What follows belongs to an exercise in optimizing a design on an open flow for small area and a short achievable clock period; a production flow would make more cautious choices.
The RTL was checked by simulation tests, not by an equivalence proof against the original design.
No activity file was given, so power comes from the tool's default toggle rates.

===== flow/run.sh =====
#!/bin/bash
# synth_recipe.tcl (not shown) runs the flow's synth.tcl, then flattens the netlist and writes it again
# the make line also repeats each setting of config.mk as NAME=value (left out here)
make -C /OpenROAD-flow-scripts/flow DESIGN_CONFIG=/design/flow/config.mk WORK_HOME=/design/flow/orfs CLKGATE_MAP_FILE= SYNTH_SCRIPT=/design/flow/synth_recipe.tcl finish

===== flow/constraint.sdc =====
create_clock -name core_clock -period 85.0 [get_ports {CLK}]
set_input_delay 17.0000 -clock core_clock [delete_from_list [all_inputs] [get_ports {CLK}]]
set_output_delay 17.0000 -clock core_clock [all_outputs]
set_load 0.01 [all_outputs]

===== flow/config.mk =====
export PLATFORM = sky130hd
export DESIGN_NAME = ALU_Top
export DESIGN_NICKNAME = ALU_Top
export VERILOG_FILES = /design/flow/design.v
export SDC_FILE = /design/flow/constraint.sdc
export NUM_CORES = 4
export LEC_CHECK = 0
export CAP_MARGIN = 20
export CORE_MARGIN = 2
export CORE_UTILIZATION = 40
export SLEW_MARGIN = 20

===== flow/design.v =====
module Decoder_2_to_4_Unit
(
    input   wire    [3 : 0] alu_fun,     
    output  reg     arith_En,
    output  reg     logic_En,
    output  reg     cmp_En,
    output  reg     shift_En
);
wire    [1:0]   alu_fun_MSBs = alu_fun[3:2];
always @ (*)
    begin
        case (alu_fun_MSBs)
        2'b00 : begin
                    arith_En = 1'b1;    
                    logic_En = 1'b0;
                    cmp_En = 1'b0;
                    shift_En = 1'b0;
                end 
        2'b01 : begin
                    arith_En = 1'b0;   
                    logic_En = 1'b1;    
                    cmp_En = 1'b0;
                    shift_En = 1'b0;
                end 
        2'b10 : begin
                    arith_En = 1'b0;   
                    logic_En = 1'b0;
                    cmp_En = 1'b1;      
                    shift_En = 1'b0;
                end 
        2'b11 : begin
                    arith_En = 1'b0;   
                    logic_En = 1'b0;
                    cmp_En = 1'b0;
                    shift_En = 1'b1;    
                end 
        endcase
    end
endmodule
module Arithmetic_Unit #(parameter Data_In_Width = 16)
(
    input   wire    signed  [Data_In_Width-1 : 0]    A_in ,
    input   wire    signed  [Data_In_Width-1 : 0]    B_in ,
    input   wire                          [3 : 0]    alu_fun,
    input   wire                                     CLK_in,
    input   wire                                     RST_in,
    input   wire                                     arith_En,
    output  reg         [(2*Data_In_Width)-1 : 0]    arith_out,
    output  reg                                      arith_flag
);
localparam N = Data_In_Width;
wire            sub = alu_fun[0];
wire [N : 0]    addsub = {A_in[N-1], A_in} + ({B_in[N-1], B_in} ^ {(N+1){sub}}) + {{N{1'b0}}, sub};
wire [2*N-1 : 0] prod;
Mul_Booth ins_mul (.a (A_in), .b (B_in), .p (prod));
wire [N-1 : 0]  quot;
Div_Unsigned #(.N(N)) ins_div (
    .a ((A_in[N-1]) ? (~A_in + 1'b1) : A_in),
    .b ((B_in[N-1]) ? (~B_in + 1'b1) : B_in),
    .q (quot)
);
wire            b_nz = |B_in;
wire            q_neg = A_in[N-1] ^ B_in[N-1];
wire [N : 0]    quot_s = q_neg ? (~{1'b0, quot} + 1'b1) : {1'b0, quot};
reg [2*N-1 : 0] arith_out_comb;
always @ (*)
    begin
        if (arith_En)
            case (alu_fun[1:0])
                2'b00, 2'b01 : arith_out_comb = {{(N-1){addsub[N]}}, addsub};
                2'b10        : arith_out_comb = prod;
                2'b11        : arith_out_comb = b_nz ? {{(N-1){quot_s[N]}}, quot_s} : {(2*N){1'b0}};
            endcase
        else
            arith_out_comb = {(2*N){1'b0}};
    end
always @ (posedge CLK_in or negedge RST_in)
    begin
        if (!RST_in)
            begin
               arith_out  <= {(2*N){1'b0}};
               arith_flag <= 1'b0;
            end
        else
            begin
                arith_out  <= arith_out_comb;
                arith_flag <= arith_En;
            end
    end
endmodule
module Div_Unsigned #(parameter N = 16)
(
    input  wire [N-1 : 0] a,
    input  wire [N-1 : 0] b,
    output wire [N-1 : 0] q
);
wire [N-1 : 0] rem [0 : N];    
assign rem[N] = {N{1'b0}};
genvar k;
generate
    for (k = N-1; k >= 0; k = k - 1) begin : row
        localparam W = N - k;
        wire [W-1 : 0] t;
        wire [W : 0]   d;
        wire           b_hi_zero;
        if (W == 1) begin : first
            assign t = a[k];
            assign b_hi_zero = ~|b[N-1 : 1];
        end else begin : rest
            assign t = {rem[k+1][W-2 : 0], a[k]};
            if (W == N) begin : last
                assign b_hi_zero = 1'b1;
            end else begin : mid
                assign b_hi_zero = ~|b[N-1 : W];
            end
        end
        assign d = {1'b0, t} - {1'b0, b[W-1 : 0]};
        assign q[k] = b_hi_zero & ~d[W];
        if (W == N) begin : full
            assign rem[k] = q[k] ? d[W-1 : 0] : t;
        end else begin : part
            assign rem[k] = {{(N-W){1'b0}}, (q[k] ? d[W-1 : 0] : t)};
        end
    end
endgenerate
endmodule
module Mul_Booth
(
    input  wire [15 : 0] a,
    input  wire [15 : 0] b,
    output wire [31 : 0] p
);
wire one0;
wire two0;
wire neg0;
wire y0_1;
wire y0_2;
wire y0_3;
wire y0_4;
wire y0_5;
wire y0_6;
wire y0_7;
wire y0_8;
wire y0_9;
wire y0_10;
wire y0_11;
wire y0_12;
wire y0_13;
wire y0_14;
wire y0_15;
wire y0_16;
wire y0_17;
wire y0_18;
wire one1;
wire two1;
wire neg1;
wire y1_19;
wire y1_20;
wire y1_21;
wire y1_22;
wire y1_23;
wire y1_24;
wire y1_25;
wire y1_26;
wire y1_27;
wire y1_28;
wire y1_29;
wire y1_30;
wire y1_31;
wire y1_32;
wire y1_33;
wire y1_34;
wire y1_35;
wire y1_36;
wire one2;
wire two2;
wire neg2;
wire y2_37;
wire y2_38;
wire y2_39;
wire y2_40;
wire y2_41;
wire y2_42;
wire y2_43;
wire y2_44;
wire y2_45;
wire y2_46;
wire y2_47;
wire y2_48;
wire y2_49;
wire y2_50;
wire y2_51;
wire y2_52;
wire y2_53;
wire y2_54;
wire one3;
wire two3;
wire neg3;
wire y3_55;
wire y3_56;
wire y3_57;
wire y3_58;
wire y3_59;
wire y3_60;
wire y3_61;
wire y3_62;
wire y3_63;
wire y3_64;
wire y3_65;
wire y3_66;
wire y3_67;
wire y3_68;
wire y3_69;
wire y3_70;
wire y3_71;
wire y3_72;
wire one4;
wire two4;
wire neg4;
wire y4_73;
wire y4_74;
wire y4_75;
wire y4_76;
wire y4_77;
wire y4_78;
wire y4_79;
wire y4_80;
wire y4_81;
wire y4_82;
wire y4_83;
wire y4_84;
wire y4_85;
wire y4_86;
wire y4_87;
wire y4_88;
wire y4_89;
wire y4_90;
wire one5;
wire two5;
wire neg5;
wire y5_91;
wire y5_92;
wire y5_93;
wire y5_94;
wire y5_95;
wire y5_96;
wire y5_97;
wire y5_98;
wire y5_99;
wire y5_100;
wire y5_101;
wire y5_102;
wire y5_103;
wire y5_104;
wire y5_105;
wire y5_106;
wire y5_107;
wire y5_108;
wire one6;
wire two6;
wire neg6;
wire y6_109;
wire y6_110;
wire y6_111;
wire y6_112;
wire y6_113;
wire y6_114;
wire y6_115;
wire y6_116;
wire y6_117;
wire y6_118;
wire y6_119;
wire y6_120;
wire y6_121;
wire y6_122;
wire y6_123;
wire y6_124;
wire y6_125;
wire y6_126;
wire one7;
wire two7;
wire neg7;
wire y7_127;
wire y7_128;
wire y7_129;
wire y7_130;
wire y7_131;
wire y7_132;
wire y7_133;
wire y7_134;
wire y7_135;
wire y7_136;
wire y7_137;
wire y7_138;
wire y7_139;
wire y7_140;
wire y7_141;
wire y7_142;
wire y7_143;
wire y7_144;
wire s145;
wire c146;
wire s147;
wire c148;
wire s149;
wire c150;
wire s151;
wire c152;
wire s153;
wire c154;
wire s155;
wire c156;
wire s157;
wire c158;
wire s159;
wire c160;
wire s161;
wire c162;
wire s163;
wire c164;
wire s165;
wire c166;
wire s167;
wire c168;
wire s169;
wire c170;
wire s171;
wire c172;
wire s173;
wire c174;
wire s175;
wire c176;
wire s177;
wire c178;
wire s179;
wire c180;
wire s181;
wire c182;
wire s183;
wire c184;
wire s185;
wire c186;
wire s187;
wire c188;
wire s189;
wire c190;
wire s191;
wire c192;
wire s193;
wire c194;
wire s195;
wire c196;
wire s197;
wire c198;
wire s199;
wire c200;
wire s201;
wire c202;
wire s203;
wire c204;
wire s205;
wire c206;
wire s207;
wire c208;
wire s209;
wire c210;
wire s211;
wire c212;
wire s213;
wire c214;
wire s215;
wire c216;
wire s217;
wire c218;
wire s219;
wire c220;
wire s221;
wire c222;
wire s223;
wire c224;
wire s225;
wire c226;
wire s227;
wire c228;
wire s229;
wire c230;
wire s231;
wire c232;
wire s233;
wire c234;
wire s235;
wire c236;
wire s237;
wire c238;
wire s239;
wire c240;
wire s241;
wire c242;
wire s243;
wire c244;
wire s245;
wire c246;
wire s247;
wire c248;
wire s249;
wire c250;
wire s251;
wire c252;
wire s253;
wire c254;
wire s255;
wire c256;
wire s257;
wire c258;
wire s259;
wire c260;
wire s261;
wire c262;
wire s263;
wire c264;
wire s265;
wire c266;
wire s267;
wire c268;
wire s269;
wire c270;
wire s271;
wire c272;
wire s273;
wire c274;
wire s275;
wire c276;
wire s277;
wire c278;
wire s279;
wire c280;
wire s281;
wire c282;
wire s283;
wire c284;
wire s285;
wire c286;
wire s287;
wire c288;
wire s289;
wire c290;
wire s291;
wire c292;
wire s293;
wire c294;
wire s295;
wire c296;
wire s297;
wire c298;
wire s299;
wire c300;
wire s301;
wire c302;
wire s303;
wire c304;
wire s305;
wire c306;
wire s307;
wire c308;
wire s309;
wire c310;
wire s311;
wire c312;
wire s313;
wire c314;
wire s315;
wire c316;
wire s317;
wire c318;
wire s319;
wire c320;
wire s321;
wire c322;
wire s323;
wire c324;
wire s325;
wire c326;
wire s327;
wire c328;
wire s329;
wire c330;
wire s331;
wire c332;
wire s333;
wire c334;
wire s335;
wire c336;
wire s337;
wire c338;
wire s339;
wire c340;
wire s341;
wire c342;
wire s343;
wire c344;
wire s345;
wire c346;
wire s347;
wire c348;
wire s349;
wire c350;
wire s351;
wire c352;
wire s353;
wire c354;
wire s355;
wire c356;
wire s357;
wire c358;
wire s359;
wire c360;
wire s361;
wire c362;
wire s363;
wire c364;
wire s365;
wire c366;
wire s367;
wire c368;
wire s369;
wire c370;
wire s371;
wire c372;
wire s373;
wire c374;
wire s375;
wire c376;
wire s377;
wire c378;
wire s379;
wire c380;
wire s381;
wire c382;
wire s383;
wire c384;
wire s385;
wire c386;
wire s387;
wire c388;
wire s389;
wire c390;
wire s391;
wire c392;
wire s393;
wire c394;
wire s395;
wire c396;
wire s397;
wire c398;
wire s399;
wire c400;
wire s401;
wire c402;
wire s403;
wire c404;
wire s405;
wire c406;
wire s407;
wire c408;
wire s409;
wire c410;
wire s411;
wire c412;
wire s413;
wire c414;
wire s415;
wire c416;
wire s417;
wire c418;
wire s419;
wire c420;
wire s421;
wire c422;
wire s423;
wire c424;
wire s425;
wire c426;
wire s427;
wire c428;
wire s429;
wire c430;
wire s431;
wire c432;
wire s433;
wire c434;
wire s435;
wire c436;
wire s437;
wire c438;
wire s439;
wire c440;
wire s441;
wire c442;
wire s443;
wire c444;
wire s445;
wire c446;
assign one0 = 1'b0 ^ b[0];
assign two0 = (b[1] & ~b[0] & ~1'b0) | (~b[1] & b[0] & 1'b0);
assign neg0 = b[1];
assign y0_1 = ((one0 & a[0]) | (two0 & 1'b0)) ^ neg0;
assign y0_2 = ((one0 & a[1]) | (two0 & a[0])) ^ neg0;
assign y0_3 = ((one0 & a[2]) | (two0 & a[1])) ^ neg0;
assign y0_4 = ((one0 & a[3]) | (two0 & a[2])) ^ neg0;
assign y0_5 = ((one0 & a[4]) | (two0 & a[3])) ^ neg0;
assign y0_6 = ((one0 & a[5]) | (two0 & a[4])) ^ neg0;
assign y0_7 = ((one0 & a[6]) | (two0 & a[5])) ^ neg0;
assign y0_8 = ((one0 & a[7]) | (two0 & a[6])) ^ neg0;
assign y0_9 = ((one0 & a[8]) | (two0 & a[7])) ^ neg0;
assign y0_10 = ((one0 & a[9]) | (two0 & a[8])) ^ neg0;
assign y0_11 = ((one0 & a[10]) | (two0 & a[9])) ^ neg0;
assign y0_12 = ((one0 & a[11]) | (two0 & a[10])) ^ neg0;
assign y0_13 = ((one0 & a[12]) | (two0 & a[11])) ^ neg0;
assign y0_14 = ((one0 & a[13]) | (two0 & a[12])) ^ neg0;
assign y0_15 = ((one0 & a[14]) | (two0 & a[13])) ^ neg0;
assign y0_16 = ((one0 & a[15]) | (two0 & a[14])) ^ neg0;
assign y0_17 = ((one0 & a[15]) | (two0 & a[15])) ^ neg0;
assign y0_18 = ((one0 & a[15]) | (two0 & a[15])) ^ neg0;
assign one1 = b[1] ^ b[2];
assign two1 = (b[3] & ~b[2] & ~b[1]) | (~b[3] & b[2] & b[1]);
assign neg1 = b[3];
assign y1_19 = ((one1 & a[0]) | (two1 & 1'b0)) ^ neg1;
assign y1_20 = ((one1 & a[1]) | (two1 & a[0])) ^ neg1;
assign y1_21 = ((one1 & a[2]) | (two1 & a[1])) ^ neg1;
assign y1_22 = ((one1 & a[3]) | (two1 & a[2])) ^ neg1;
assign y1_23 = ((one1 & a[4]) | (two1 & a[3])) ^ neg1;
assign y1_24 = ((one1 & a[5]) | (two1 & a[4])) ^ neg1;
assign y1_25 = ((one1 & a[6]) | (two1 & a[5])) ^ neg1;
assign y1_26 = ((one1 & a[7]) | (two1 & a[6])) ^ neg1;
assign y1_27 = ((one1 & a[8]) | (two1 & a[7])) ^ neg1;
assign y1_28 = ((one1 & a[9]) | (two1 & a[8])) ^ neg1;
assign y1_29 = ((one1 & a[10]) | (two1 & a[9])) ^ neg1;
assign y1_30 = ((one1 & a[11]) | (two1 & a[10])) ^ neg1;
assign y1_31 = ((one1 & a[12]) | (two1 & a[11])) ^ neg1;
assign y1_32 = ((one1 & a[13]) | (two1 & a[12])) ^ neg1;
assign y1_33 = ((one1 & a[14]) | (two1 & a[13])) ^ neg1;
assign y1_34 = ((one1 & a[15]) | (two1 & a[14])) ^ neg1;
assign y1_35 = ((one1 & a[15]) | (two1 & a[15])) ^ neg1;
assign y1_36 = ((one1 & a[15]) | (two1 & a[15])) ^ neg1;
assign one2 = b[3] ^ b[4];
assign two2 = (b[5] & ~b[4] & ~b[3]) | (~b[5] & b[4] & b[3]);
assign neg2 = b[5];
assign y2_37 = ((one2 & a[0]) | (two2 & 1'b0)) ^ neg2;
assign y2_38 = ((one2 & a[1]) | (two2 & a[0])) ^ neg2;
assign y2_39 = ((one2 & a[2]) | (two2 & a[1])) ^ neg2;
assign y2_40 = ((one2 & a[3]) | (two2 & a[2])) ^ neg2;
assign y2_41 = ((one2 & a[4]) | (two2 & a[3])) ^ neg2;
assign y2_42 = ((one2 & a[5]) | (two2 & a[4])) ^ neg2;
assign y2_43 = ((one2 & a[6]) | (two2 & a[5])) ^ neg2;
assign y2_44 = ((one2 & a[7]) | (two2 & a[6])) ^ neg2;
assign y2_45 = ((one2 & a[8]) | (two2 & a[7])) ^ neg2;
assign y2_46 = ((one2 & a[9]) | (two2 & a[8])) ^ neg2;
assign y2_47 = ((one2 & a[10]) | (two2 & a[9])) ^ neg2;
assign y2_48 = ((one2 & a[11]) | (two2 & a[10])) ^ neg2;
assign y2_49 = ((one2 & a[12]) | (two2 & a[11])) ^ neg2;
assign y2_50 = ((one2 & a[13]) | (two2 & a[12])) ^ neg2;
assign y2_51 = ((one2 & a[14]) | (two2 & a[13])) ^ neg2;
assign y2_52 = ((one2 & a[15]) | (two2 & a[14])) ^ neg2;
assign y2_53 = ((one2 & a[15]) | (two2 & a[15])) ^ neg2;
assign y2_54 = ((one2 & a[15]) | (two2 & a[15])) ^ neg2;
assign one3 = b[5] ^ b[6];
assign two3 = (b[7] & ~b[6] & ~b[5]) | (~b[7] & b[6] & b[5]);
assign neg3 = b[7];
assign y3_55 = ((one3 & a[0]) | (two3 & 1'b0)) ^ neg3;
assign y3_56 = ((one3 & a[1]) | (two3 & a[0])) ^ neg3;
assign y3_57 = ((one3 & a[2]) | (two3 & a[1])) ^ neg3;
assign y3_58 = ((one3 & a[3]) | (two3 & a[2])) ^ neg3;
assign y3_59 = ((one3 & a[4]) | (two3 & a[3])) ^ neg3;
assign y3_60 = ((one3 & a[5]) | (two3 & a[4])) ^ neg3;
assign y3_61 = ((one3 & a[6]) | (two3 & a[5])) ^ neg3;
assign y3_62 = ((one3 & a[7]) | (two3 & a[6])) ^ neg3;
assign y3_63 = ((one3 & a[8]) | (two3 & a[7])) ^ neg3;
assign y3_64 = ((one3 & a[9]) | (two3 & a[8])) ^ neg3;
assign y3_65 = ((one3 & a[10]) | (two3 & a[9])) ^ neg3;
assign y3_66 = ((one3 & a[11]) | (two3 & a[10])) ^ neg3;
assign y3_67 = ((one3 & a[12]) | (two3 & a[11])) ^ neg3;
assign y3_68 = ((one3 & a[13]) | (two3 & a[12])) ^ neg3;
assign y3_69 = ((one3 & a[14]) | (two3 & a[13])) ^ neg3;
assign y3_70 = ((one3 & a[15]) | (two3 & a[14])) ^ neg3;
assign y3_71 = ((one3 & a[15]) | (two3 & a[15])) ^ neg3;
assign y3_72 = ((one3 & a[15]) | (two3 & a[15])) ^ neg3;
assign one4 = b[7] ^ b[8];
assign two4 = (b[9] & ~b[8] & ~b[7]) | (~b[9] & b[8] & b[7]);
assign neg4 = b[9];
assign y4_73 = ((one4 & a[0]) | (two4 & 1'b0)) ^ neg4;
assign y4_74 = ((one4 & a[1]) | (two4 & a[0])) ^ neg4;
assign y4_75 = ((one4 & a[2]) | (two4 & a[1])) ^ neg4;
assign y4_76 = ((one4 & a[3]) | (two4 & a[2])) ^ neg4;
assign y4_77 = ((one4 & a[4]) | (two4 & a[3])) ^ neg4;
assign y4_78 = ((one4 & a[5]) | (two4 & a[4])) ^ neg4;
assign y4_79 = ((one4 & a[6]) | (two4 & a[5])) ^ neg4;
assign y4_80 = ((one4 & a[7]) | (two4 & a[6])) ^ neg4;
assign y4_81 = ((one4 & a[8]) | (two4 & a[7])) ^ neg4;
assign y4_82 = ((one4 & a[9]) | (two4 & a[8])) ^ neg4;
assign y4_83 = ((one4 & a[10]) | (two4 & a[9])) ^ neg4;
assign y4_84 = ((one4 & a[11]) | (two4 & a[10])) ^ neg4;
assign y4_85 = ((one4 & a[12]) | (two4 & a[11])) ^ neg4;
assign y4_86 = ((one4 & a[13]) | (two4 & a[12])) ^ neg4;
assign y4_87 = ((one4 & a[14]) | (two4 & a[13])) ^ neg4;
assign y4_88 = ((one4 & a[15]) | (two4 & a[14])) ^ neg4;
assign y4_89 = ((one4 & a[15]) | (two4 & a[15])) ^ neg4;
assign y4_90 = ((one4 & a[15]) | (two4 & a[15])) ^ neg4;
assign one5 = b[9] ^ b[10];
assign two5 = (b[11] & ~b[10] & ~b[9]) | (~b[11] & b[10] & b[9]);
assign neg5 = b[11];
assign y5_91 = ((one5 & a[0]) | (two5 & 1'b0)) ^ neg5;
assign y5_92 = ((one5 & a[1]) | (two5 & a[0])) ^ neg5;
assign y5_93 = ((one5 & a[2]) | (two5 & a[1])) ^ neg5;
assign y5_94 = ((one5 & a[3]) | (two5 & a[2])) ^ neg5;
assign y5_95 = ((one5 & a[4]) | (two5 & a[3])) ^ neg5;
assign y5_96 = ((one5 & a[5]) | (two5 & a[4])) ^ neg5;
assign y5_97 = ((one5 & a[6]) | (two5 & a[5])) ^ neg5;
assign y5_98 = ((one5 & a[7]) | (two5 & a[6])) ^ neg5;
assign y5_99 = ((one5 & a[8]) | (two5 & a[7])) ^ neg5;
assign y5_100 = ((one5 & a[9]) | (two5 & a[8])) ^ neg5;
assign y5_101 = ((one5 & a[10]) | (two5 & a[9])) ^ neg5;
assign y5_102 = ((one5 & a[11]) | (two5 & a[10])) ^ neg5;
assign y5_103 = ((one5 & a[12]) | (two5 & a[11])) ^ neg5;
assign y5_104 = ((one5 & a[13]) | (two5 & a[12])) ^ neg5;
assign y5_105 = ((one5 & a[14]) | (two5 & a[13])) ^ neg5;
assign y5_106 = ((one5 & a[15]) | (two5 & a[14])) ^ neg5;
assign y5_107 = ((one5 & a[15]) | (two5 & a[15])) ^ neg5;
assign y5_108 = ((one5 & a[15]) | (two5 & a[15])) ^ neg5;
assign one6 = b[11] ^ b[12];
assign two6 = (b[13] & ~b[12] & ~b[11]) | (~b[13] & b[12] & b[11]);
assign neg6 = b[13];
assign y6_109 = ((one6 & a[0]) | (two6 & 1'b0)) ^ neg6;
assign y6_110 = ((one6 & a[1]) | (two6 & a[0])) ^ neg6;
assign y6_111 = ((one6 & a[2]) | (two6 & a[1])) ^ neg6;
assign y6_112 = ((one6 & a[3]) | (two6 & a[2])) ^ neg6;
assign y6_113 = ((one6 & a[4]) | (two6 & a[3])) ^ neg6;
assign y6_114 = ((one6 & a[5]) | (two6 & a[4])) ^ neg6;
assign y6_115 = ((one6 & a[6]) | (two6 & a[5])) ^ neg6;
assign y6_116 = ((one6 & a[7]) | (two6 & a[6])) ^ neg6;
assign y6_117 = ((one6 & a[8]) | (two6 & a[7])) ^ neg6;
assign y6_118 = ((one6 & a[9]) | (two6 & a[8])) ^ neg6;
assign y6_119 = ((one6 & a[10]) | (two6 & a[9])) ^ neg6;
assign y6_120 = ((one6 & a[11]) | (two6 & a[10])) ^ neg6;
assign y6_121 = ((one6 & a[12]) | (two6 & a[11])) ^ neg6;
assign y6_122 = ((one6 & a[13]) | (two6 & a[12])) ^ neg6;
assign y6_123 = ((one6 & a[14]) | (two6 & a[13])) ^ neg6;
assign y6_124 = ((one6 & a[15]) | (two6 & a[14])) ^ neg6;
assign y6_125 = ((one6 & a[15]) | (two6 & a[15])) ^ neg6;
assign y6_126 = ((one6 & a[15]) | (two6 & a[15])) ^ neg6;
assign one7 = b[13] ^ b[14];
assign two7 = (b[15] & ~b[14] & ~b[13]) | (~b[15] & b[14] & b[13]);
assign neg7 = b[15];
assign y7_127 = ((one7 & a[0]) | (two7 & 1'b0)) ^ neg7;
assign y7_128 = ((one7 & a[1]) | (two7 & a[0])) ^ neg7;
assign y7_129 = ((one7 & a[2]) | (two7 & a[1])) ^ neg7;
assign y7_130 = ((one7 & a[3]) | (two7 & a[2])) ^ neg7;
assign y7_131 = ((one7 & a[4]) | (two7 & a[3])) ^ neg7;
assign y7_132 = ((one7 & a[5]) | (two7 & a[4])) ^ neg7;
assign y7_133 = ((one7 & a[6]) | (two7 & a[5])) ^ neg7;
assign y7_134 = ((one7 & a[7]) | (two7 & a[6])) ^ neg7;
assign y7_135 = ((one7 & a[8]) | (two7 & a[7])) ^ neg7;
assign y7_136 = ((one7 & a[9]) | (two7 & a[8])) ^ neg7;
assign y7_137 = ((one7 & a[10]) | (two7 & a[9])) ^ neg7;
assign y7_138 = ((one7 & a[11]) | (two7 & a[10])) ^ neg7;
assign y7_139 = ((one7 & a[12]) | (two7 & a[11])) ^ neg7;
assign y7_140 = ((one7 & a[13]) | (two7 & a[12])) ^ neg7;
assign y7_141 = ((one7 & a[14]) | (two7 & a[13])) ^ neg7;
assign y7_142 = ((one7 & a[15]) | (two7 & a[14])) ^ neg7;
assign y7_143 = ((one7 & a[15]) | (two7 & a[15])) ^ neg7;
assign y7_144 = ((one7 & a[15]) | (two7 & a[15])) ^ neg7;
assign s145 = y0_11 ^ y1_27;
assign c146 = y0_11 & y1_27;
assign s147 = y0_12 ^ y1_28;
assign c148 = y0_12 & y1_28;
assign s149 = y0_13 ^ y1_29 ^ y2_45;
assign c150 = (y0_13 & y1_29) | (y0_13 & y2_45) | (y1_29 & y2_45);
assign s151 = y3_61 ^ y4_77;
assign c152 = y3_61 & y4_77;
assign s153 = y0_14 ^ y1_30 ^ y2_46;
assign c154 = (y0_14 & y1_30) | (y0_14 & y2_46) | (y1_30 & y2_46);
assign s155 = y3_62 ^ y4_78;
assign c156 = y3_62 & y4_78;
assign s157 = y0_15 ^ y1_31 ^ y2_47;
assign c158 = (y0_15 & y1_31) | (y0_15 & y2_47) | (y1_31 & y2_47);
assign s159 = y3_63 ^ y4_79 ^ y5_95;
assign c160 = (y3_63 & y4_79) | (y3_63 & y5_95) | (y4_79 & y5_95);
assign s161 = y6_111 ^ y7_127;
assign c162 = y6_111 & y7_127;
assign s163 = y0_16 ^ y1_32 ^ y2_48;
assign c164 = (y0_16 & y1_32) | (y0_16 & y2_48) | (y1_32 & y2_48);
assign s165 = y3_64 ^ y4_80 ^ y5_96;
assign c166 = (y3_64 & y4_80) | (y3_64 & y5_96) | (y4_80 & y5_96);
assign s167 = y6_112 ^ y7_128;
assign c168 = y6_112 & y7_128;
assign s169 = y0_17 ^ y1_33 ^ y2_49;
assign c170 = (y0_17 & y1_33) | (y0_17 & y2_49) | (y1_33 & y2_49);
assign s171 = y3_65 ^ y4_81 ^ y5_97;
assign c172 = (y3_65 & y4_81) | (y3_65 & y5_97) | (y4_81 & y5_97);
assign s173 = y6_113 ^ y7_129;
assign c174 = y6_113 & y7_129;
assign s175 = ~y0_18 ^ y1_34 ^ y2_50;
assign c176 = (~y0_18 & y1_34) | (~y0_18 & y2_50) | (y1_34 & y2_50);
assign s177 = y3_66 ^ y4_82 ^ y5_98;
assign c178 = (y3_66 & y4_82) | (y3_66 & y5_98) | (y4_82 & y5_98);
assign s179 = y6_114 ^ y7_130 ^ 1'b1;
assign c180 = (y6_114 & y7_130) | (y6_114 & 1'b1) | (y7_130 & 1'b1);
assign s181 = y1_35 ^ y2_51 ^ y3_67;
assign c182 = (y1_35 & y2_51) | (y1_35 & y3_67) | (y2_51 & y3_67);
assign s183 = y4_83 ^ y5_99 ^ y6_115;
assign c184 = (y4_83 & y5_99) | (y4_83 & y6_115) | (y5_99 & y6_115);
assign s185 = y7_131 ^ 1'b1;
assign c186 = y7_131 & 1'b1;
assign s187 = ~y1_36 ^ y2_52 ^ y3_68;
assign c188 = (~y1_36 & y2_52) | (~y1_36 & y3_68) | (y2_52 & y3_68);
assign s189 = y4_84 ^ y5_100 ^ y6_116;
assign c190 = (y4_84 & y5_100) | (y4_84 & y6_116) | (y5_100 & y6_116);
assign s191 = y2_53 ^ y3_69 ^ y4_85;
assign c192 = (y2_53 & y3_69) | (y2_53 & y4_85) | (y3_69 & y4_85);
assign s193 = y5_101 ^ y6_117;
assign c194 = y5_101 & y6_117;
assign s195 = ~y2_54 ^ y3_70 ^ y4_86;
assign c196 = (~y2_54 & y3_70) | (~y2_54 & y4_86) | (y3_70 & y4_86);
assign s197 = y3_71 ^ y4_87;
assign c198 = y3_71 & y4_87;
assign s199 = y0_7 ^ y1_23;
assign c200 = y0_7 & y1_23;
assign s201 = y0_8 ^ y1_24;
assign c202 = y0_8 & y1_24;
assign s203 = y0_9 ^ y1_25 ^ y2_41;
assign c204 = (y0_9 & y1_25) | (y0_9 & y2_41) | (y1_25 & y2_41);
assign s205 = y3_57 ^ y4_73;
assign c206 = y3_57 & y4_73;
assign s207 = y0_10 ^ y1_26 ^ y2_42;
assign c208 = (y0_10 & y1_26) | (y0_10 & y2_42) | (y1_26 & y2_42);
assign s209 = y3_58 ^ y4_74;
assign c210 = y3_58 & y4_74;
assign s211 = y2_43 ^ y3_59 ^ y4_75;
assign c212 = (y2_43 & y3_59) | (y2_43 & y4_75) | (y3_59 & y4_75);
assign s213 = y5_91 ^ neg5 ^ s145;
assign c214 = (y5_91 & neg5) | (y5_91 & s145) | (neg5 & s145);
assign s215 = y2_44 ^ y3_60 ^ y4_76;
assign c216 = (y2_44 & y3_60) | (y2_44 & y4_76) | (y3_60 & y4_76);
assign s217 = y5_92 ^ s147 ^ c146;
assign c218 = (y5_92 & s147) | (y5_92 & c146) | (s147 & c146);
assign s219 = y5_93 ^ y6_109 ^ neg6;
assign c220 = (y5_93 & y6_109) | (y5_93 & neg6) | (y6_109 & neg6);
assign s221 = s149 ^ s151 ^ c148;
assign c222 = (s149 & s151) | (s149 & c148) | (s151 & c148);
assign s223 = y5_94 ^ y6_110 ^ s153;
assign c224 = (y5_94 & y6_110) | (y5_94 & s153) | (y6_110 & s153);
assign s225 = s155 ^ c150 ^ c152;
assign c226 = (s155 & c150) | (s155 & c152) | (c150 & c152);
assign s227 = neg7 ^ s157 ^ s159;
assign c228 = (neg7 & s157) | (neg7 & s159) | (s157 & s159);
assign s229 = s161 ^ c154 ^ c156;
assign c230 = (s161 & c154) | (s161 & c156) | (c154 & c156);
assign s231 = s163 ^ s165 ^ s167;
assign c232 = (s163 & s165) | (s163 & s167) | (s165 & s167);
assign s233 = c158 ^ c160 ^ c162;
assign c234 = (c158 & c160) | (c158 & c162) | (c160 & c162);
assign s235 = s169 ^ s171 ^ s173;
assign c236 = (s169 & s171) | (s169 & s173) | (s171 & s173);
assign s237 = c164 ^ c166 ^ c168;
assign c238 = (c164 & c166) | (c164 & c168) | (c166 & c168);
assign s239 = s175 ^ s177 ^ s179;
assign c240 = (s175 & s177) | (s175 & s179) | (s177 & s179);
assign s241 = c170 ^ c172 ^ c174;
assign c242 = (c170 & c172) | (c170 & c174) | (c172 & c174);
assign s243 = s181 ^ s183 ^ s185;
assign c244 = (s181 & s183) | (s181 & s185) | (s183 & s185);
assign s245 = c176 ^ c178 ^ c180;
assign c246 = (c176 & c178) | (c176 & c180) | (c178 & c180);
assign s247 = y7_132 ^ s187 ^ s189;
assign c248 = (y7_132 & s187) | (y7_132 & s189) | (s187 & s189);
assign s249 = c182 ^ c184 ^ c186;
assign c250 = (c182 & c184) | (c182 & c186) | (c184 & c186);
assign s251 = y7_133 ^ 1'b1 ^ s191;
assign c252 = (y7_133 & 1'b1) | (y7_133 & s191) | (1'b1 & s191);
assign s253 = s193 ^ c188 ^ c190;
assign c254 = (s193 & c188) | (s193 & c190) | (c188 & c190);
assign s255 = y5_102 ^ y6_118 ^ y7_134;
assign c256 = (y5_102 & y6_118) | (y5_102 & y7_134) | (y6_118 & y7_134);
assign s257 = s195 ^ c192 ^ c194;
assign c258 = (s195 & c192) | (s195 & c194) | (c192 & c194);
assign s259 = y5_103 ^ y6_119 ^ y7_135;
assign c260 = (y5_103 & y6_119) | (y5_103 & y7_135) | (y6_119 & y7_135);
assign s261 = 1'b1 ^ s197 ^ c196;
assign c262 = (1'b1 & s197) | (1'b1 & c196) | (s197 & c196);
assign s263 = ~y3_72 ^ y4_88 ^ y5_104;
assign c264 = (~y3_72 & y4_88) | (~y3_72 & y5_104) | (y4_88 & y5_104);
assign s265 = y6_120 ^ y7_136 ^ c198;
assign c266 = (y6_120 & y7_136) | (y6_120 & c198) | (y7_136 & c198);
assign s267 = y4_89 ^ y5_105 ^ y6_121;
assign c268 = (y4_89 & y5_105) | (y4_89 & y6_121) | (y5_105 & y6_121);
assign s269 = y7_137 ^ 1'b1;
assign c270 = y7_137 & 1'b1;
assign s271 = ~y4_90 ^ y5_106 ^ y6_122;
assign c272 = (~y4_90 & y5_106) | (~y4_90 & y6_122) | (y5_106 & y6_122);
assign s273 = y5_107 ^ y6_123;
assign c274 = y5_107 & y6_123;
assign s275 = y0_5 ^ y1_21;
assign c276 = y0_5 & y1_21;
assign s277 = y0_6 ^ y1_22;
assign c278 = y0_6 & y1_22;
assign s279 = y2_39 ^ y3_55 ^ neg3;
assign c280 = (y2_39 & y3_55) | (y2_39 & neg3) | (y3_55 & neg3);
assign s281 = y2_40 ^ y3_56 ^ s201;
assign c282 = (y2_40 & y3_56) | (y2_40 & s201) | (y3_56 & s201);
assign s283 = neg4 ^ s203 ^ s205;
assign c284 = (neg4 & s203) | (neg4 & s205) | (s203 & s205);
assign s285 = s207 ^ s209 ^ c204;
assign c286 = (s207 & s209) | (s207 & c204) | (s209 & c204);
assign s287 = s211 ^ s213 ^ c208;
assign c288 = (s211 & s213) | (s211 & c208) | (s213 & c208);
assign s289 = s215 ^ s217 ^ c212;
assign c290 = (s215 & s217) | (s215 & c212) | (s217 & c212);
assign s291 = s219 ^ s221 ^ c216;
assign c292 = (s219 & s221) | (s219 & c216) | (s221 & c216);
assign s293 = s223 ^ s225 ^ c220;
assign c294 = (s223 & s225) | (s223 & c220) | (s225 & c220);
assign s295 = s227 ^ s229 ^ c224;
assign c296 = (s227 & s229) | (s227 & c224) | (s229 & c224);
assign s297 = s231 ^ s233 ^ c228;
assign c298 = (s231 & s233) | (s231 & c228) | (s233 & c228);
assign s299 = s235 ^ s237 ^ c232;
assign c300 = (s235 & s237) | (s235 & c232) | (s237 & c232);
assign s301 = s239 ^ s241 ^ c236;
assign c302 = (s239 & s241) | (s239 & c236) | (s241 & c236);
assign s303 = s243 ^ s245 ^ c240;
assign c304 = (s243 & s245) | (s243 & c240) | (s245 & c240);
assign s305 = s247 ^ s249 ^ c244;
assign c306 = (s247 & s249) | (s247 & c244) | (s249 & c244);
assign s307 = s251 ^ s253 ^ c248;
assign c308 = (s251 & s253) | (s251 & c248) | (s253 & c248);
assign s309 = s255 ^ s257 ^ c252;
assign c310 = (s255 & s257) | (s255 & c252) | (s257 & c252);
assign s311 = s259 ^ s261 ^ c256;
assign c312 = (s259 & s261) | (s259 & c256) | (s261 & c256);
assign s313 = s263 ^ s265 ^ c260;
assign c314 = (s263 & s265) | (s263 & c260) | (s265 & c260);
assign s315 = s267 ^ s269 ^ c264;
assign c316 = (s267 & s269) | (s267 & c264) | (s269 & c264);
assign s317 = y7_138 ^ s271 ^ c268;
assign c318 = (y7_138 & s271) | (y7_138 & c268) | (s271 & c268);
assign s319 = y7_139 ^ 1'b1 ^ s273;
assign c320 = (y7_139 & 1'b1) | (y7_139 & s273) | (1'b1 & s273);
assign s321 = ~y5_108 ^ y6_124 ^ y7_140;
assign c322 = (~y5_108 & y6_124) | (~y5_108 & y7_140) | (y6_124 & y7_140);
assign s323 = y6_125 ^ y7_141;
assign c324 = y6_125 & y7_141;
assign s325 = y0_3 ^ y1_19;
assign c326 = y0_3 & y1_19;
assign s327 = y0_4 ^ y1_20;
assign c328 = y0_4 & y1_20;
assign s329 = y2_37 ^ neg2 ^ s275;
assign c330 = (y2_37 & neg2) | (y2_37 & s275) | (neg2 & s275);
assign s331 = y2_38 ^ s277 ^ c276;
assign c332 = (y2_38 & s277) | (y2_38 & c276) | (s277 & c276);
assign s333 = s199 ^ s279 ^ c278;
assign c334 = (s199 & s279) | (s199 & c278) | (s279 & c278);
assign s335 = c200 ^ s281 ^ c280;
assign c336 = (c200 & s281) | (c200 & c280) | (s281 & c280);
assign s337 = c202 ^ s283 ^ c282;
assign c338 = (c202 & s283) | (c202 & c282) | (s283 & c282);
assign s339 = c206 ^ s285 ^ c284;
assign c340 = (c206 & s285) | (c206 & c284) | (s285 & c284);
assign s341 = c210 ^ s287 ^ c286;
assign c342 = (c210 & s287) | (c210 & c286) | (s287 & c286);
assign s343 = c214 ^ s289 ^ c288;
assign c344 = (c214 & s289) | (c214 & c288) | (s289 & c288);
assign s345 = c218 ^ s291 ^ c290;
assign c346 = (c218 & s291) | (c218 & c290) | (s291 & c290);
assign s347 = c222 ^ s293 ^ c292;
assign c348 = (c222 & s293) | (c222 & c292) | (s293 & c292);
assign s349 = c226 ^ s295 ^ c294;
assign c350 = (c226 & s295) | (c226 & c294) | (s295 & c294);
assign s351 = c230 ^ s297 ^ c296;
assign c352 = (c230 & s297) | (c230 & c296) | (s297 & c296);
assign s353 = c234 ^ s299 ^ c298;
assign c354 = (c234 & s299) | (c234 & c298) | (s299 & c298);
assign s355 = c238 ^ s301 ^ c300;
assign c356 = (c238 & s301) | (c238 & c300) | (s301 & c300);
assign s357 = c242 ^ s303 ^ c302;
assign c358 = (c242 & s303) | (c242 & c302) | (s303 & c302);
assign s359 = c246 ^ s305 ^ c304;
assign c360 = (c246 & s305) | (c246 & c304) | (s305 & c304);
assign s361 = c250 ^ s307 ^ c306;
assign c362 = (c250 & s307) | (c250 & c306) | (s307 & c306);
assign s363 = c254 ^ s309 ^ c308;
assign c364 = (c254 & s309) | (c254 & c308) | (s309 & c308);
assign s365 = c258 ^ s311 ^ c310;
assign c366 = (c258 & s311) | (c258 & c310) | (s311 & c310);
assign s367 = c262 ^ s313 ^ c312;
assign c368 = (c262 & s313) | (c262 & c312) | (s313 & c312);
assign s369 = c266 ^ s315 ^ c314;
assign c370 = (c266 & s315) | (c266 & c314) | (s315 & c314);
assign s371 = c270 ^ s317 ^ c316;
assign c372 = (c270 & s317) | (c270 & c316) | (s317 & c316);
assign s373 = c272 ^ s319 ^ c318;
assign c374 = (c272 & s319) | (c272 & c318) | (s319 & c318);
assign s375 = c274 ^ s321 ^ c320;
assign c376 = (c274 & s321) | (c274 & c320) | (s321 & c320);
assign s377 = 1'b1 ^ s323 ^ c322;
assign c378 = (1'b1 & s323) | (1'b1 & c322) | (s323 & c322);
assign s379 = ~y6_126 ^ y7_142 ^ c324;
assign c380 = (~y6_126 & y7_142) | (~y6_126 & c324) | (y7_142 & c324);
assign s381 = y7_143 ^ 1'b1;
assign c382 = y7_143 & 1'b1;
assign s383 = y0_1 ^ neg0;
assign c384 = y0_1 & neg0;
assign s385 = y0_2 ^ c384;
assign c386 = y0_2 & c384;
assign s387 = neg1 ^ s325 ^ c386;
assign c388 = (neg1 & s325) | (neg1 & c386) | (s325 & c386);
assign s389 = s327 ^ c326 ^ c388;
assign c390 = (s327 & c326) | (s327 & c388) | (c326 & c388);
assign s391 = s329 ^ c328 ^ c390;
assign c392 = (s329 & c328) | (s329 & c390) | (c328 & c390);
assign s393 = s331 ^ c330 ^ c392;
assign c394 = (s331 & c330) | (s331 & c392) | (c330 & c392);
assign s395 = s333 ^ c332 ^ c394;
assign c396 = (s333 & c332) | (s333 & c394) | (c332 & c394);
assign s397 = s335 ^ c334 ^ c396;
assign c398 = (s335 & c334) | (s335 & c396) | (c334 & c396);
assign s399 = s337 ^ c336 ^ c398;
assign c400 = (s337 & c336) | (s337 & c398) | (c336 & c398);
assign s401 = s339 ^ c338 ^ c400;
assign c402 = (s339 & c338) | (s339 & c400) | (c338 & c400);
assign s403 = s341 ^ c340 ^ c402;
assign c404 = (s341 & c340) | (s341 & c402) | (c340 & c402);
assign s405 = s343 ^ c342 ^ c404;
assign c406 = (s343 & c342) | (s343 & c404) | (c342 & c404);
assign s407 = s345 ^ c344 ^ c406;
assign c408 = (s345 & c344) | (s345 & c406) | (c344 & c406);
assign s409 = s347 ^ c346 ^ c408;
assign c410 = (s347 & c346) | (s347 & c408) | (c346 & c408);
assign s411 = s349 ^ c348 ^ c410;
assign c412 = (s349 & c348) | (s349 & c410) | (c348 & c410);
assign s413 = s351 ^ c350 ^ c412;
assign c414 = (s351 & c350) | (s351 & c412) | (c350 & c412);
assign s415 = s353 ^ c352 ^ c414;
assign c416 = (s353 & c352) | (s353 & c414) | (c352 & c414);
assign s417 = s355 ^ c354 ^ c416;
assign c418 = (s355 & c354) | (s355 & c416) | (c354 & c416);
assign s419 = s357 ^ c356 ^ c418;
assign c420 = (s357 & c356) | (s357 & c418) | (c356 & c418);
assign s421 = s359 ^ c358 ^ c420;
assign c422 = (s359 & c358) | (s359 & c420) | (c358 & c420);
assign s423 = s361 ^ c360 ^ c422;
assign c424 = (s361 & c360) | (s361 & c422) | (c360 & c422);
assign s425 = s363 ^ c362 ^ c424;
assign c426 = (s363 & c362) | (s363 & c424) | (c362 & c424);
assign s427 = s365 ^ c364 ^ c426;
assign c428 = (s365 & c364) | (s365 & c426) | (c364 & c426);
assign s429 = s367 ^ c366 ^ c428;
assign c430 = (s367 & c366) | (s367 & c428) | (c366 & c428);
assign s431 = s369 ^ c368 ^ c430;
assign c432 = (s369 & c368) | (s369 & c430) | (c368 & c430);
assign s433 = s371 ^ c370 ^ c432;
assign c434 = (s371 & c370) | (s371 & c432) | (c370 & c432);
assign s435 = s373 ^ c372 ^ c434;
assign c436 = (s373 & c372) | (s373 & c434) | (c372 & c434);
assign s437 = s375 ^ c374 ^ c436;
assign c438 = (s375 & c374) | (s375 & c436) | (c374 & c436);
assign s439 = s377 ^ c376 ^ c438;
assign c440 = (s377 & c376) | (s377 & c438) | (c376 & c438);
assign s441 = s379 ^ c378 ^ c440;
assign c442 = (s379 & c378) | (s379 & c440) | (c378 & c440);
assign s443 = s381 ^ c380 ^ c442;
assign c444 = (s381 & c380) | (s381 & c442) | (c380 & c442);
assign s445 = ~y7_144 ^ c382 ^ c444;
assign c446 = (~y7_144 & c382) | (~y7_144 & c444) | (c382 & c444);
assign p[0] = s383;
assign p[1] = s385;
assign p[2] = s387;
assign p[3] = s389;
assign p[4] = s391;
assign p[5] = s393;
assign p[6] = s395;
assign p[7] = s397;
assign p[8] = s399;
assign p[9] = s401;
assign p[10] = s403;
assign p[11] = s405;
assign p[12] = s407;
assign p[13] = s409;
assign p[14] = s411;
assign p[15] = s413;
assign p[16] = s415;
assign p[17] = s417;
assign p[18] = s419;
assign p[19] = s421;
assign p[20] = s423;
assign p[21] = s425;
assign p[22] = s427;
assign p[23] = s429;
assign p[24] = s431;
assign p[25] = s433;
assign p[26] = s435;
assign p[27] = s437;
assign p[28] = s439;
assign p[29] = s441;
assign p[30] = s443;
assign p[31] = s445;
endmodule
module Logic_Unit #(parameter Data_In_Width = 16) 
(
    input   wire    [Data_In_Width-1 : 0]    A_in ,    
    input   wire    [Data_In_Width-1 : 0]    B_in ,    
    input   wire                  [3 : 0]    alu_fun,  
    input   wire                             CLK_in,
    input   wire                             RST_in,
    input   wire                             logic_En,
    output  reg    [Data_In_Width-1 : 0]     logic_out, 
    output  reg                              logic_flag
);
wire    [1:0]   alu_fun_LSBs = alu_fun[1:0];      
reg     [Data_In_Width-1 : 0]   logic_out_comb;
reg     logic_flag_comb;
always @ (posedge CLK_in or negedge RST_in)       
    begin
        if (!RST_in)
            begin
                logic_out  <= 'b0;
                logic_flag <= 1'b0;
            end
        else
            begin
                logic_out  <= logic_out_comb;
                logic_flag <= logic_flag_comb;
            end
    end
always @ (*)
    begin
        if (logic_En)
            begin
                logic_flag_comb = 1'b1;
                case (alu_fun_LSBs)
                2'b00 : logic_out_comb = A_in & B_in;    
                2'b01 : logic_out_comb = A_in | B_in;    
                2'b10 : logic_out_comb = ~(A_in & B_in);     
                2'b11 : logic_out_comb = ~(A_in | B_in);     
                endcase
            end
        else
            begin
                logic_flag_comb = 1'b0;
                logic_out_comb = 'b0;
            end
    end
endmodule
module CMP_Unit #(parameter Data_In_Width = 16)
(
    input   wire    signed  [Data_In_Width-1 : 0]    A_in ,      
    input   wire    signed  [Data_In_Width-1 : 0]    B_in ,      
    input   wire                          [3 : 0]    alu_fun,    
    input   wire                                     CLK_in,
    input   wire                                     RST_in,
    input   wire                                     cmp_En,
    output  reg             [1 : 0]                  cmp_out,
    output  reg                                      cmp_flag
);
wire    [1 : 0]   alu_fun_LSBs = alu_fun[1:0];      
reg     [1 : 0]   cmp_out_comb;
reg     cmp_flag_comb;
always @ (posedge CLK_in or negedge RST_in)
    begin
        if (!RST_in)
            begin
                cmp_out  <= 'sb0;
                cmp_flag <= 1'b0;
            end
        else
            begin
                cmp_out  <= cmp_out_comb;
                cmp_flag <= cmp_flag_comb;
            end
    end
always @ (*)
    begin
        if (cmp_En)
            begin
                case (alu_fun_LSBs)
                2'b00 : begin
                            cmp_flag_comb = 1'b0;
                            cmp_out_comb = 'sb0;
                        end
                2'b01 : begin
                            cmp_flag_comb = 1'b1;
                            cmp_out_comb = (A_in == B_in) ? 'sd1 : 'sd0;
                        end
                2'b10 : begin
                            cmp_flag_comb = 1'b1;
                            cmp_out_comb = (A_in > B_in) ?  'sd2 : 'sd0;
                        end
                2'b11 : begin   
                            cmp_flag_comb = 1'b1;
                            cmp_out_comb = (A_in < B_in) ?  'sd3 : 'sd0;
                        end
                endcase
            end
        else
            begin
                cmp_flag_comb = 1'b0;
                cmp_out_comb = 'sb0;
            end
    end
endmodule
module Shift_unit #(parameter Data_In_Width = 16)
(
    input   wire    signed  [Data_In_Width-1 : 0]    A_in ,      
    input   wire    signed  [Data_In_Width-1 : 0]    B_in ,      
    input   wire                          [3 : 0]    alu_fun,    
    input   wire                                     CLK_in,
    input   wire                                     RST_in,
    input   wire                                     shift_En,
    output  reg     signed  [Data_In_Width-1 : 0]    shift_out, 
    output  reg                                      shift_flag
);
wire    [1:0]   alu_fun_LSBs = alu_fun[1:0];      
reg     [Data_In_Width-1 : 0]   shift_out_comb;
reg     shift_flag_comb;
always @ (posedge CLK_in or negedge RST_in)
    begin
        if (!RST_in)
            begin
                shift_out  <= 'sb0;
                shift_flag <= 1'b0;
            end
        else
            begin
                shift_out  <= shift_out_comb;
                shift_flag <= shift_flag_comb;
            end
    end
always @ (*)
    begin
        if (shift_En)
            begin
                shift_flag_comb = 1'b1;
                case (alu_fun_LSBs)
                2'b00 : shift_out_comb = (A_in >> 1'b1);    
                2'b01 : shift_out_comb = (A_in << 1'b1);    
                2'b10 : shift_out_comb = (B_in >> 1'b1);    
                2'b11 : shift_out_comb = (B_in << 1'b1);    
                endcase
            end
        else
            begin
                shift_flag_comb = 1'b0;
                shift_out_comb = 'sb0;
            end
    end
endmodule
module ALU_Top #(parameter Data_In_Width = 16)
(
    input   wire            [Data_In_Width-1 : 0]    A ,
    input   wire            [Data_In_Width-1 : 0]    B ,
    input   wire                          [3 : 0]    ALU_FUN,
    input   wire                                     CLK,
    input   wire                                     RST,
    output  wire      [(2*Data_In_Width)-1 : 0]      Arith_OUT,
    output  wire                                     Arith_Flag,
    output  wire            [Data_In_Width-1 : 0]    Logic_OUT,
    output  wire                                     Logic_Flag,
    output  wire                          [1 : 0]    CMP_OUT,
    output  wire                                     CMP_Flag,
    output  wire            [Data_In_Width-1 : 0]    Shift_OUT,
    output  wire                                     Shift_Flag
);
wire    Arith_Enable;
wire    Logic_Enable;
wire    CMP_Enable;
wire    Shift_Enable;
Decoder_2_to_4_Unit ins_Decoder_2_to_4_Unit (
    .alu_fun (ALU_FUN),
    .arith_En (Arith_Enable),
    .logic_En (Logic_Enable),
    .cmp_En (CMP_Enable),
    .shift_En (Shift_Enable)
);
Arithmetic_Unit ins_Arithmetic_Unit (
    .A_in (A),
    .B_in (B),
    .alu_fun (ALU_FUN),
    .CLK_in (CLK),
    .RST_in (RST),
    .arith_En (Arith_Enable),
    .arith_out (Arith_OUT),
    .arith_flag (Arith_Flag)
);
Logic_Unit ins_Logic_unit (
    .A_in (A),
    .B_in (B),
    .alu_fun (ALU_FUN),
    .CLK_in (CLK),
    .RST_in (RST),
    .logic_En (Logic_Enable),
    .logic_out (Logic_OUT),
    .logic_flag (Logic_Flag)
);
CMP_Unit ins_CMP_Unit (
    .A_in (A),
    .B_in (B),
    .alu_fun (ALU_FUN),
    .CLK_in (CLK),
    .RST_in (RST),
    .cmp_En (CMP_Enable),
    .cmp_out (CMP_OUT),
    .cmp_flag (CMP_Flag)
);
Shift_unit ins_Shift_Unit (
    .A_in (A),
    .B_in (B),
    .alu_fun (ALU_FUN),
    .CLK_in (CLK),
    .RST_in (RST),
    .shift_En (Shift_Enable),
    .shift_out (Shift_OUT),
    .shift_flag (Shift_Flag)
);
endmodule

==> notes.md, run 1 <==
- Outcome: no timing/DRC/antenna violations
- Post-CTS Setup Inserts: 0
- Critical path fanouts, max: 28
- Clk pin slew, worst setup/hold paths: 0.07 ns
- Synth top area cells: ha_1, fa_1, xnor2_1
- Compound-gate portion of the synthesized area: 0.222
- Nets: 2777
- Area share of fa/ha/maj cells after synthesis: 0.293
- Post-Synthesis Cells: 2332
- Vias: 18146
- Max Fclk: 18.5 MHz
- Top-Level Pins: 108
- Sequential area share after synthesis: 0.0921
- Placement Cell Area: 20800 um2
- N_diodes: 0
- Core area: 46800 um2
- Top-area cell type share of the netlist area: 0.155
- # setup viols final: 0
- Post-Syn Nets: 2736
- Final Hold Vio Count: 0
- H-tree depth: 3
- Global-route wire length before repair: 108000 um
- Clock root buffer: clkbuf_16
- Setup crit end kind: flop
- Pin count of the biggest net entering global routing: 71
- Total power: 0.000584 W
- Data required time at the worst endpoint: 85.24 ns
- Final Core Density: 0.451
- Sink Count: 70
- Async set-reset flop share out of synthesis: 1.00
- Critical path type: input port to flop
- Pwr dens: 27.7 nW/um2
- IO buf count: 107
- Post-synth EDFFs: 0
- Slew HR: 0.268
- Area Growth Syn to Fin: 10.8%
- Bufs on Longest Clock Path: 2
- Die Ht: 222 um
- Slowest CP cell: nor4_2
- Cell taking the most area after synthesis: ha_1
- Post-CTS sizing: 0
- Most common cell on crit path: ha_1
- Worst-margin pin slew: 1.09 ns
- Final Cycle Share: 0.635
- Slowest cell delay on critical path: 0.81 ns
- Comb pwr share: 0.862
- Rows: 79
- Die X: 222 um
- GP Congestion: 0.984
- Synth Area in Simple Gates: 0.144
- Commonest register cell after synthesis: dfrtp_1
- Initial antenna violation count: 1
- RSZ-0062 raised after global routing: no
- Post-route ant nets: 0
- Psw: 0.000311 W
- Synth cell types: 90
- Overall routing resource usage: 0.283
- DR WL/cell: 23.5 um
- Final Cell Area: 21100 um2
- Crit path launch type: input port
- Number of synthesized register bits: 70
- Hold Buf Count CTS: 0
- Synthesized cell area: 19000 um2
- Synthesis warning total: 6
- Main combinational cell family by area after synthesis: adder cells
- Number of max-cap violations: 0
- Internal power: 0.000272 W
- Xor/xnor share of the synthesized area: 0.133
- Post-DP HPWL: 52900 um
- Mux contribution to synthesized area: 0.0449
- CP Data Arrival Time: 54.21 ns
- Total CTS buffers: 9
- Setup TNS Final: 0 ns
- Post-DR vias/cell: 6.08
- Register share of total power: 0.068
- Iteration-0 DRC Markers: 1848
- Avg Inst Size Synth: 8.15 um2
- DRC: 0
- Number of global-route vias before repair: 17908
- Die area: 49300 um2
- Starting Density: 0.407
- CTS tree: built
- Sw Share: 0.534
- Share of cells above drive strength 1: 0.0715
- Peak VDD IR: 0.0000278 V
- Final wirelength: 70200 um
- Final max-slew violation count: 0
- Leak Pwr: 9.27 nW
- Clock share of power: 0.070
- Remaining global-route overflow: 0
- Min Tclk post-route: 53.97 ns
- Router iterations before antenna repair: 6
- Worst hold path type: input port to async pin
[kinds of logic after synthesis]
| logic type | Yosys count |
|---|---|
| AND/OR/NAND/NOR | 564 |
| multiplexers | 67 |
| XOR/XNOR | 288 |
| AO/OA/AOI/OAI | 629 |
| adder cells (fa/ha/maj) | 366 |
| flip-flops | 70 |
| buffers and inverters | 348 |
[synthesized netlist by cell type (48+ instances only)]
cell type and n:
xnor2_1 236, inv_1 208, ha_1 235, fa_1 131, nor2_1 152, xor2_1 52
a22oi_1 127, o21ai_0 114, clkbuf_1 95, dfrtp_1 70, nor3_1 48, nand2_1 154
a21oi_1 117
[power groups by stage]
stage	logic [W]	registers [W]	clock network (W)
6_report	0.000503	0.0000394	0.0000410
5_1_grt	0.000560	0.0000399	0.0000425
4_1_cts	0.000498	0.0000396	0.0000417
3_5_place_dp	0.000493	0.0000402	0
3_3_place_gp	0.000491	0.0000400	0
2_1_floorplan	0.000322	0.0000428	0
[worst max-delay path: cells and delay by family]
| family | cells | cell delay [ns] |
|---|---|---|
| compound gates | 54 | 14.25 |
| simple gates | 46 | 12.32 |
| fa+ha+maj | 17 | 5.56 |
| mux | 8 | 2.67 |
| buf+inv | 12 | 2.13 |
| xor+xnor | 1 | 0.16 |
[registers in the layout, summed over array words and instances (netlist names)]
signal	flops
ins_Arithmetic_Unit.arith_out	32
ins_Logic_unit.logic_out	16
ins_Shift_Unit.shift_out	16
ins_CMP_Unit.cmp_out	2
ins_Arithmetic_Unit.arith_flag	1
ins_CMP_Unit.cmp_flag	1
ins_Logic_unit.logic_flag	1
ins_Shift_Unit.shift_flag	1
[layout make-up]
type | count | area [um2]
clock buffers | 9 | 225
clock inverters | 7 | 77.6
fillers | 4644 | 25700
inverters | 214 | 803
multi-input cells | 1914 | 16000
flip-flops and latches | 70 | 1750
well taps | 607 | 759
repair buffers | 164 | 1480
[cells in the final DEF, fill, tap and decap left out, types with 19 or more instances in the layout]
master / n
a21boi_0: 26
a21o_1: 28
a21oi_1: 117
a22oi_1: 127
a31oi_1: 21
buf_4: 58
clkdlybuf4s50_1: 102
dfrtp_1: 70
fa_1: 131
ha_1: 235
inv_1: 208
mux2_2: 30
mux2i_1: 24
nand2_1: 154
nand2b_1: 19
nand3_1: 43
nor2_1: 151
nor2b_1: 31
nor3_1: 48
o21a_1: 38
o21ai_0: 114
o31ai_1: 25
xnor2_1: 235
xor2_1: 52
[path summary, 6_finish.rpt]
path                             from                           endpoint  slack [ns]
max in group asynchronous         RST   ins_Arithmetic_Unit.arith_out[3]       67.62
hold / removal                    RST  ins_Arithmetic_Unit.arith_out[21]       16.76
min in group core_clock    ALU_FUN[0]            ins_CMP_Unit.cmp_out[0]       17.16
setup / recovery                 B[6]  ins_Arithmetic_Unit.arith_out[19]       31.03
[metrics by stage]
step | hold slack (ns) | std cells | setup WS [ns]
floorplan | 16.70 | 2332 | 36.43
finish | 16.76 | 2985 | 31.03
detailed placement | 17.18 | 2969 | 31.23
global route | 16.84 | 2985 | 28.31
CTS | 16.78 | 2985 | 31.56
global placement | 17.19 | 2969 | 32.53
[metal layers]
metal  vias up  GRT usage  routed length (um)
met5         -          0                  13
met4         2     0.0959                2180
met3       140     0.0441                6520
met2       945      0.451               31100
met1      8802      0.389               30400
li1       8257          -                   -
==> run 2, diff against run 1 <==
--- a/flow/config.mk
+++ b/flow/config.mk
@@ -6,4 +6,5 @@
 export NUM_CORES = 4
 export LEC_CHECK = 0
+export ABC_AREA = 1
 export CAP_MARGIN = 20
 export CORE_MARGIN = 2
==> run 2 against run 1 <==
  * Still clean
  * Clock power grew 5.4%
  * Count of clock-buffer cells in the layout grew 2
  * Design area shrank 5.1%
  * Routed wire length shrank 12%
  * Sequential share of layout area grew 0.45 points
  * Critical path type unchanged
  * Highest routed layer is now met4
==> notes.md, run 2 <==
- Outcome: no timing/DRC/antenna violations
- Share of cells above drive strength 1: 0.0729
- Die area: 47000 um2
- Slew HR: 0.332
- Die Ht: 217 um
- Final Cycle Share: 0.613
- Synthesized cell area: 18100 um2
- Critical path type: input port to flop
- Hold Buf Count CTS: 0
- Async set-reset flop share out of synthesis: 1.00
- Data required time at the worst endpoint: 85.27 ns
- Min Tclk post-route: 52.10 ns
- Area share of fa/ha/maj cells after synthesis: 0.307
- Clock root buffer: clkbuf_16
- Final Cell Area: 20000 um2
- Final wirelength: 61600 um
- Total CTS buffers: 9
- Pwr dens: 26.0 nW/um2
- Final Core Density: 0.449
- Xor/xnor share of the synthesized area: 0.119
- Initial antenna violation count: 0
- Placement Cell Area: 19700 um2
- Final max-slew violation count: 0
- Number of max-cap violations: 0
- CTS tree: built
- Post-route ant nets: 0
- Synth Area in Simple Gates: 0.170
- Compound-gate portion of the synthesized area: 0.203
- Bufs on Longest Clock Path: 2
- N_diodes: 0
- Cell taking the most area after synthesis: ha_1
- Critical path fanouts, max: 25
- GP Congestion: 0.943
- Top-area cell type share of the netlist area: 0.162
- Setup TNS Final: 0 ns
- Commonest non-fill, non-tap cell in the layout: nand2_1
- Remaining global-route overflow: 0
- Worst-margin pin slew: 1.00 ns
- DR WL/cell: 19.9 um
- H-tree depth: 3
- Die X: 217 um
- Iteration-0 DRC Markers: 1330
- Post-Synthesis Cells: 2449
- Number of synthesized register bits: 70
- Post-CTS sizing: 0
- Post-CTS Setup Inserts: 0
- Commonest register cell after synthesis: dfrtp_1
- DRC: 0
- Setup WS pre-CTS: 32.88 ns
- Slowest cell delay on critical path: 1.06 ns
- Synth cell types: 61
- Mux contribution to synthesized area: 0.000621
- Nets: 2896
- Worst hold path type: input port to async pin
- Top-Level Pins: 108
- Post-DP HPWL: 47400 um
- CP Data Arrival Time: 52.37 ns
- Synth top area cells: ha_1, fa_1, xor2_1
- Area Growth Syn to Fin: 10.3%
- Vias: 17159
- Starting Density: 0.407
- Setup crit end kind: flop
- Pin count of the biggest net entering global routing: 71
- Cell with the most instances after synthesis: nand2_1
- Post-Syn Nets: 2853
- Leak Pwr: 10.0 nW
- Sequential area share after synthesis: 0.0967
- Avg Inst Size Synth: 7.40 um2
- Main combinational cell family by area after synthesis: adder cells
- Most flop-heavy register: ins_Arithmetic_Unit.arith_out
- Slowest CP cell: clkdlybuf4s50_1
- Most frequent cells in the layout: nand2_1, inv_1, ha_1, xor2_1, a21oi_1
- RSZ-0062 raised after global routing: no
- Number of global-route vias before repair: 17306
- Most common cell on crit path: nand2_1
- Clk pin slew, worst setup/hold paths: 0.07 ns
- Post-DR vias/cell: 5.55
- Sink Count: 70
- Rows: 77
- Peak VDD IR: 0.0000490 V
- Crit path launch type: input port
- IO buf count: 107
- Max Fclk: 19.2 MHz
- Core area: 44500 um2
- Final Hold Vio Count: 0
- Largest regs: ins_Arithmetic_Unit.arith_out: 32 flops, ins_Logic_unit.logic_out: 16 flops, ins_Shift_Unit.shift_out: 16 flops
- Post-synth top cells: nand2_1, inv_1, ha_1
- Global-route wire length before repair: 96400 um
- # setup viols final: 0
- Setup slack after layout: 32.90 ns
- Post-synth EDFFs: 0
- Max FFs per register: 32
- Synthesis warning total: 6
- Overall routing resource usage: 0.262
- Total power: 0.000520 W
- Router iterations before antenna repair: 5
## run 2: metal layers
| metal | track usage | share of wire | wire, um |
|---|---|---|---|
| met5 | 0 | 0 | 0 |
| met2 | 0.458 | 0.48 | 29800 |
| met4 | 0.111 | 0.045 | 2750 |
| met1 | 0.326 | 0.42 | 25700 |
| met3 | 0.0288 | 0.054 | 3350 |
## run 2: metrics by stage
stage	std cells	hold WS (ns)
6_report	3089	16.80
5_1_grt	3089	16.86
4_1_cts	3089	16.84
3_5_place_dp	3073	17.23
3_3_place_gp	3073	17.22
2_1_floorplan	2449	16.70
## run 2: final cells by class
cell class	count	area, um2
multi-input combinational	1899	14500
timing repair buffer	134	1270
tap	592	741
inverter	378	1430
fill	4640	24500
clock inverter	5	82.6
clock buffer	11	243
sequential	70	1750
## run 2: how the worst max path moves through the flow
stage                                        end  depth (start not counted)  startpoint  slack, ns
2_1_floorplan  ins_Arithmetic_Unit.arith_out[21]                        201        B[1]      40.15
3_3_place_gp   ins_Arithmetic_Unit.arith_out[15]                        208        B[1]      34.14
3_5_place_dp   ins_Arithmetic_Unit.arith_out[15]                        207        B[1]      32.88
4_1_cts        ins_Arithmetic_Unit.arith_out[15]                        207        B[1]      33.18
5_1_grt        ins_Arithmetic_Unit.arith_out[15]                        208        B[1]      28.94
6_report       ins_Arithmetic_Unit.arith_out[15]                        207        B[1]      32.90
## run 2: worst max-delay path: cells and delay by family
family | cells | cell delay [ns]
AOI/OAI and AO/OA | 78 | 12.28
buffers and inverters | 25 | 5.18
and+or+nand+nor | 88 | 12.32
adders and majority gates | 16 | 5.43
## run 2: report_power, final
| group | switching, W | internal [W] | leakage [nW] | total, W |
|---|---|---|---|---|
| clock | 0.0000166 | 0.0000266 | 0.160 | 0.0000432 |
| sequential | 0.00000199 | 0.0000379 | 0.941 | 0.0000399 |
| combinational | 0.000257 | 0.000180 | 8.95 | 0.000437 |
## run 2: cells by family after synthesis
| family | count (synthesis) |
|---|---|
| fa+ha+maj | 366 |
| xor+xnor | 245 |
| mux | 1 |
| buf+inv | 480 |
| flops | 70 |
| compound gates | 629 |
| simple gates | 658 |

static timing again, ports no longer ideal:
The results above use ideal ports. As a check the final layouts listed here were re-extracted and re-timed, cells and wires unchanged. Step 1 (the two cells are an assumption about what drives the block):
set clk [get_ports {CLK}]
set_driving_cell -lib_cell sky130_fd_sc_hd__clkbuf_16 $clk
set_driving_cell -lib_cell sky130_fd_sc_hd__buf_2 [delete_from_list [all_inputs] $clk]
Step 2 moves the port delays by t, midway between the first and last clock arrival at a register: inputs arrive t later, outputs are due t later. That takes back most of the time a late clock gives input paths. a / b / c = ideal ports / drivers / drivers and shift; a / b = the first two.
run | shift t [ns] | setup WS [ns] | worst setup path after step 2
run 1 | 0.415 | 31.031 / 31.055 / 30.640 | input to register
run 2 | 0.410 | 32.899 / 32.920 / 32.510 | input to register
After both steps every run listed still meets setup and hold. The setup slack of run 1, which loses most, moves by +0.024 ns with the drivers and by -0.391 ns with both steps.
